Source: an optimization exercise on an open RTL-to-GDS flow (aim: small area and a short achievable clock period). Production flows keep margins and buffers that such runs may drop.
RTL that was checked went through simulation tests only; none was proved equivalent to the original.
The clock port is modelled as an ideal driver; clocking choices that lean on that would not hold on a real chip.
Power is estimated from default activity; no workload was simulated.

==> flow/design.v <==
`timescale 1ns/1ps
module fifo #(
    parameter N = 32,
    parameter depth = 3  
)(
    input wire clk,
    input wire reset,
    input wire wr_en,
    input wire rd_en,
    input [N-1:0] din,
    output reg [N-1:0] dout,
    output reg full,
    output reg empty
);
    localparam DEPTH = 2**depth;
    reg [DEPTH-1:0] wr_oh, rd_oh;    
    reg [N-1:0] mem [0:DEPTH-1];
    reg nempty;
    wire wr_fire = wr_en & ~full;
    wire rd_fire = rd_en & nempty;
    wire [DEPTH-1:0] wsel_lo, wsel_hi, rsel_lo, rsel_hi;
    wire rd_fire_n_lo, rd_fire_n_hi;
    genvar k;
    generate
        for (k = 0; k < DEPTH; k = k + 1) begin : sel
            fifo_and2 w_lo (.a(wr_oh[k]), .b(wr_fire), .y(wsel_lo[k]));
            fifo_and2 w_hi (.a(wr_oh[k]), .b(wr_fire), .y(wsel_hi[k]));
            fifo_and2 r_lo (.a(rd_oh[k]), .b(rd_fire), .y(rsel_lo[k]));
            fifo_and2 r_hi (.a(rd_oh[k]), .b(rd_fire), .y(rsel_hi[k]));
        end
    endgenerate
    fifo_nand2 h_lo (.a(rd_en), .b(nempty), .y(rd_fire_n_lo));
    fifo_nand2 h_hi (.a(rd_en), .b(nempty), .y(rd_fire_n_hi));
    wire [DEPTH-1:0] wr_oh_inc = {wr_oh[DEPTH-2:0], wr_oh[DEPTH-1]};
    wire [DEPTH-1:0] rd_oh_inc = {rd_oh[DEPTH-2:0], rd_oh[DEPTH-1]};
    wire [N-1:0] dout_nx;
    wire [N-1:0] g0, g1, g2;
    genvar b;
    generate
        for (b = 0; b < N; b = b + 1) begin : rd
            wire [DEPTH-1:0] rs = (b < N/2) ? rsel_lo : rsel_hi;
            wire hold = (b < N/2) ? rd_fire_n_lo : rd_fire_n_hi;
            fifo_aoi222 u0 (.a1(rs[0]), .a2(mem[0][b]), .b1(rs[1]), .b2(mem[1][b]),
                            .c1(rs[2]), .c2(mem[2][b]), .y(g0[b]));
            fifo_aoi222 u1 (.a1(rs[3]), .a2(mem[3][b]), .b1(rs[4]), .b2(mem[4][b]),
                            .c1(rs[5]), .c2(mem[5][b]), .y(g1[b]));
            fifo_aoi222 u2 (.a1(rs[6]), .a2(mem[6][b]), .b1(rs[7]), .b2(mem[7][b]),
                            .c1(hold), .c2(dout[b]), .y(g2[b]));
            fifo_nand3 u3 (.a(g0[b]), .b(g1[b]), .c(g2[b]), .y(dout_nx[b]));
        end
    endgenerate
    integer i;
    always @(posedge clk) begin
        for (i = 0; i < DEPTH; i = i + 1) begin
            if (wsel_lo[i])
                mem[i][N/2-1:0] <= din[N/2-1:0];
            if (wsel_hi[i])
                mem[i][N-1:N/2] <= din[N-1:N/2];
        end
    end
    wire w_meets = |(wr_oh_inc & rd_oh);
    wire r_meets = |(rd_oh_inc & wr_oh);
    wire full_nx  = ~rd_fire & (full | (wr_fire & w_meets));
    wire empty_nx = ~wr_fire & (~nempty | (rd_fire & r_meets));
    always @(posedge clk or posedge reset) begin
        if (reset) begin
            wr_oh  <= {{(DEPTH-1){1'b0}}, 1'b1};
            rd_oh  <= {{(DEPTH-1){1'b0}}, 1'b1};
            dout   <= 0;
            full   <= 1'b0;
            nempty <= 1'b0;
            empty  <= 1'b1;
        end else begin
            if (wr_fire)
                wr_oh <= wr_oh_inc;
            if (rd_fire)
                rd_oh <= rd_oh_inc;
            dout   <= dout_nx;
            full   <= full_nx;
            nempty <= ~empty_nx;
            empty  <= empty_nx;
        end
    end
endmodule
module fifo_aoi222 (
    input wire a1, a2, b1, b2, c1, c2,
    output wire y
);
    assign y = ~((a1 & a2) | (b1 & b2) | (c1 & c2));
endmodule
module fifo_nand3 (
    input wire a, b, c,
    output wire y
);
    assign y = ~(a & b & c);
endmodule
module fifo_and2 (
    input wire a, b,
    output wire y
);
    assign y = a & b;
endmodule
module fifo_nand2 (
    input wire a, b,
    output wire y
);
    assign y = ~(a & b);
endmodule
==> flow/config.mk <==
export PLATFORM = sky130hd
export DESIGN_NAME = fifo
export DESIGN_NICKNAME = fifo
export VERILOG_FILES = /design/flow/design.v
export SDC_FILE = /design/flow/constraint.sdc
export NUM_CORES = 4
export LEC_CHECK = 0
export CAP_MARGIN = 20
export CORE_MARGIN = 2
export CORE_UTILIZATION = 55
export CTS_CLUSTER_DIAMETER = 100
export CTS_CLUSTER_SIZE = 30
export SETUP_SLACK_MARGIN = 1.4
export SLEW_MARGIN = 20
export SYNTH_HIERARCHICAL = 1
export SYNTH_MINIMUM_KEEP_SIZE = 0
==> flow/constraint.sdc <==
create_clock -name core_clock -period 3.0 [get_ports {clk}]
set_input_delay 0.6000 -clock core_clock [delete_from_list [all_inputs] [get_ports {clk}]]
set_output_delay 0.6000 -clock core_clock [all_outputs]
set_load 0.01 [all_outputs]
standard.sh (not shown) runs the stock make flow with config.mk's settings and CLKGATE_MAP_FILE= SYNTH_SCRIPT=/design/flow/synth_recipe.tcl, a recipe that flattens the netlist after the stock synthesis.
==> flow/flow/run.sh <==
#!/bin/bash
# Own layout flow: the standard synthesis unchanged, then the standard ORFS
# layout with smaller port buffers, without the delay buffer cells, and with a
# clock tree one level shallower (see cts_hook.tcl).
set -euo pipefail
here=$(pwd)

bash standard.sh synth > synth.log 2>&1

platform_dont_use="sky130_fd_sc_hd__probe_p_8 sky130_fd_sc_hd__probec_p_8 sky130_fd_sc_hd__lpflow_bleeder_1 sky130_fd_sc_hd__lpflow_clkbufkapwr_1 sky130_fd_sc_hd__lpflow_clkbufkapwr_16 sky130_fd_sc_hd__lpflow_clkbufkapwr_2 sky130_fd_sc_hd__lpflow_clkbufkapwr_4 sky130_fd_sc_hd__lpflow_clkbufkapwr_8 sky130_fd_sc_hd__lpflow_clkinvkapwr_1 sky130_fd_sc_hd__lpflow_clkinvkapwr_16 sky130_fd_sc_hd__lpflow_clkinvkapwr_2 sky130_fd_sc_hd__lpflow_clkinvkapwr_4 sky130_fd_sc_hd__lpflow_clkinvkapwr_8 sky130_fd_sc_hd__lpflow_decapkapwr_12 sky130_fd_sc_hd__lpflow_decapkapwr_3 sky130_fd_sc_hd__lpflow_decapkapwr_4 sky130_fd_sc_hd__lpflow_decapkapwr_6 sky130_fd_sc_hd__lpflow_decapkapwr_8 sky130_fd_sc_hd__lpflow_inputiso0n_1 sky130_fd_sc_hd__lpflow_inputiso0p_1 sky130_fd_sc_hd__lpflow_inputiso1n_1 sky130_fd_sc_hd__lpflow_inputiso1p_1 sky130_fd_sc_hd__lpflow_inputisolatch_1 sky130_fd_sc_hd__lpflow_isobufsrc_1 sky130_fd_sc_hd__lpflow_isobufsrc_16 sky130_fd_sc_hd__lpflow_isobufsrc_2 sky130_fd_sc_hd__lpflow_isobufsrc_4 sky130_fd_sc_hd__lpflow_isobufsrc_8 sky130_fd_sc_hd__lpflow_isobufsrckapwr_16 sky130_fd_sc_hd__lpflow_lsbuf_lh_hl_isowell_tap_1 sky130_fd_sc_hd__lpflow_lsbuf_lh_hl_isowell_tap_2 sky130_fd_sc_hd__lpflow_lsbuf_lh_hl_isowell_tap_4 sky130_fd_sc_hd__lpflow_lsbuf_lh_isowell_4 sky130_fd_sc_hd__lpflow_lsbuf_lh_isowell_tap_1 sky130_fd_sc_hd__lpflow_lsbuf_lh_isowell_tap_2 sky130_fd_sc_hd__lpflow_lsbuf_lh_isowell_tap_4"
extra_dont_use="sky130_fd_sc_hd__clkdlybuf4s* sky130_fd_sc_hd__dlygate* sky130_fd_sc_hd__dlymetal*"

bash standard.sh \
  "BUFFER_PORTS_ARGS=-buffer_cell sky130_fd_sc_hd__buf_2" \
  "DONT_USE_CELLS=$platform_dont_use $extra_dont_use" \
  "PRE_CTS_TCL=$here/flow/cts_hook.tcl" \
  finish > layout.log 2>&1
Other scripts of this flow, unchanged in this note and not shown: flow/flow/cts_hook.tcl
Next try:
==> flow/design.v (replaced) <==
`timescale 1ns/1ps
module fifo #(
    parameter N = 32,
    parameter depth = 3  
)(
    input wire clk,
    input wire reset,
    input wire wr_en,
    input wire rd_en,
    input [N-1:0] din,
    output reg [N-1:0] dout,
    output reg full,
    output reg empty
);
    localparam DEPTH = 2**depth;
    reg [DEPTH-1:0] wr_oh, rd_oh;    
    reg [N-1:0] mem [0:DEPTH-1];
    reg nempty;
    wire wr_fire = wr_en & ~full;
    wire rd_fire = rd_en & nempty;
    wire rd_fire_n = ~rd_fire;
    wire [DEPTH-1:0] wsel = wr_oh & {DEPTH{wr_fire}};
    wire [DEPTH-1:0] rsel = rd_oh & {DEPTH{rd_fire}};
    wire [DEPTH-1:0] wr_oh_inc = {wr_oh[DEPTH-2:0], wr_oh[DEPTH-1]};
    wire [DEPTH-1:0] rd_oh_inc = {rd_oh[DEPTH-2:0], rd_oh[DEPTH-1]};
    wire [N-1:0] dout_nx;
    wire [N-1:0] g0, g1, g2;
    genvar b;
    generate
        for (b = 0; b < N; b = b + 1) begin : rd
            fifo_aoi222 u0 (.a1(rsel[0]), .a2(mem[0][b]), .b1(rsel[1]), .b2(mem[1][b]),
                            .c1(rsel[2]), .c2(mem[2][b]), .y(g0[b]));
            fifo_aoi222 u1 (.a1(rsel[3]), .a2(mem[3][b]), .b1(rsel[4]), .b2(mem[4][b]),
                            .c1(rsel[5]), .c2(mem[5][b]), .y(g1[b]));
            fifo_aoi222 u2 (.a1(rsel[6]), .a2(mem[6][b]), .b1(rsel[7]), .b2(mem[7][b]),
                            .c1(rd_fire_n), .c2(dout[b]), .y(g2[b]));
            fifo_nand3 u3 (.a(g0[b]), .b(g1[b]), .c(g2[b]), .y(dout_nx[b]));
        end
    endgenerate
    integer i;
    always @(posedge clk) begin
        for (i = 0; i < DEPTH; i = i + 1)
            if (wsel[i])
                mem[i] <= din;
    end
    wire w_meets = |(wr_oh_inc & rd_oh);
    wire r_meets = |(rd_oh_inc & wr_oh);
    wire full_nx  = ~rd_fire & (full | (wr_fire & w_meets));
    wire empty_nx = ~wr_fire & (~nempty | (rd_fire & r_meets));
    always @(posedge clk or posedge reset) begin
        if (reset) begin
            wr_oh  <= {{(DEPTH-1){1'b0}}, 1'b1};
            rd_oh  <= {{(DEPTH-1){1'b0}}, 1'b1};
            dout   <= 0;
            full   <= 1'b0;
            nempty <= 1'b0;
            empty  <= 1'b1;
        end else begin
            if (wr_fire)
                wr_oh <= wr_oh_inc;
            if (rd_fire)
                rd_oh <= rd_oh_inc;
            dout   <= dout_nx;
            full   <= full_nx;
            nempty <= ~empty_nx;
            empty  <= empty_nx;
        end
    end
endmodule
module fifo_aoi222 (
    input wire a1, a2, b1, b2, c1, c2,
    output wire y
);
    assign y = ~((a1 & a2) | (b1 & b2) | (c1 & c2));
endmodule
module fifo_nand3 (
    input wire a, b, c,
    output wire y
);
    assign y = ~(a & b & c);
endmodule
After rerunning:
- die area fell slightly
- maximum frequency rose by a few percent
- final area is lower by a few percent
- power is about the same
- worst hold slack gets better by 0.052 ns
- final cell count goes down by roughly a tenth
- global-route usage fell by 0.85 points
The RTL of the first run of this note was laid out without a check of its function.

[static timing again, ports no longer ideal]
In the flow no input, the clock included, has a driving cell. The finished layouts below were timed again as built, in two steps.
Step 1, drivers: a clkbuf_16 drives clk and a buf_2 each remaining input, both assumed.
Step 2 moves the port delays by t, midway between the first and last clock arrival at a register: inputs arrive t later, outputs are due t later. That takes back most of the time a late clock gives input paths.
Three values: ideal ports, drivers, drivers and shift; two values: the first two.
run	t, ns	slack for setup (ns)	hold WS [ns]
the first run	0.400	1.338 / 1.338 / 1.015	0.293 / 0.219 / 0.470
the second run	0.408	1.409 / 1.364 / 1.082	0.346 / 0.269 / 0.477
After both steps setup and hold are still met in every run listed. The setup slack of the second run, which loses most, moves by -0.045 ns with the drivers and by -0.327 ns with both steps.
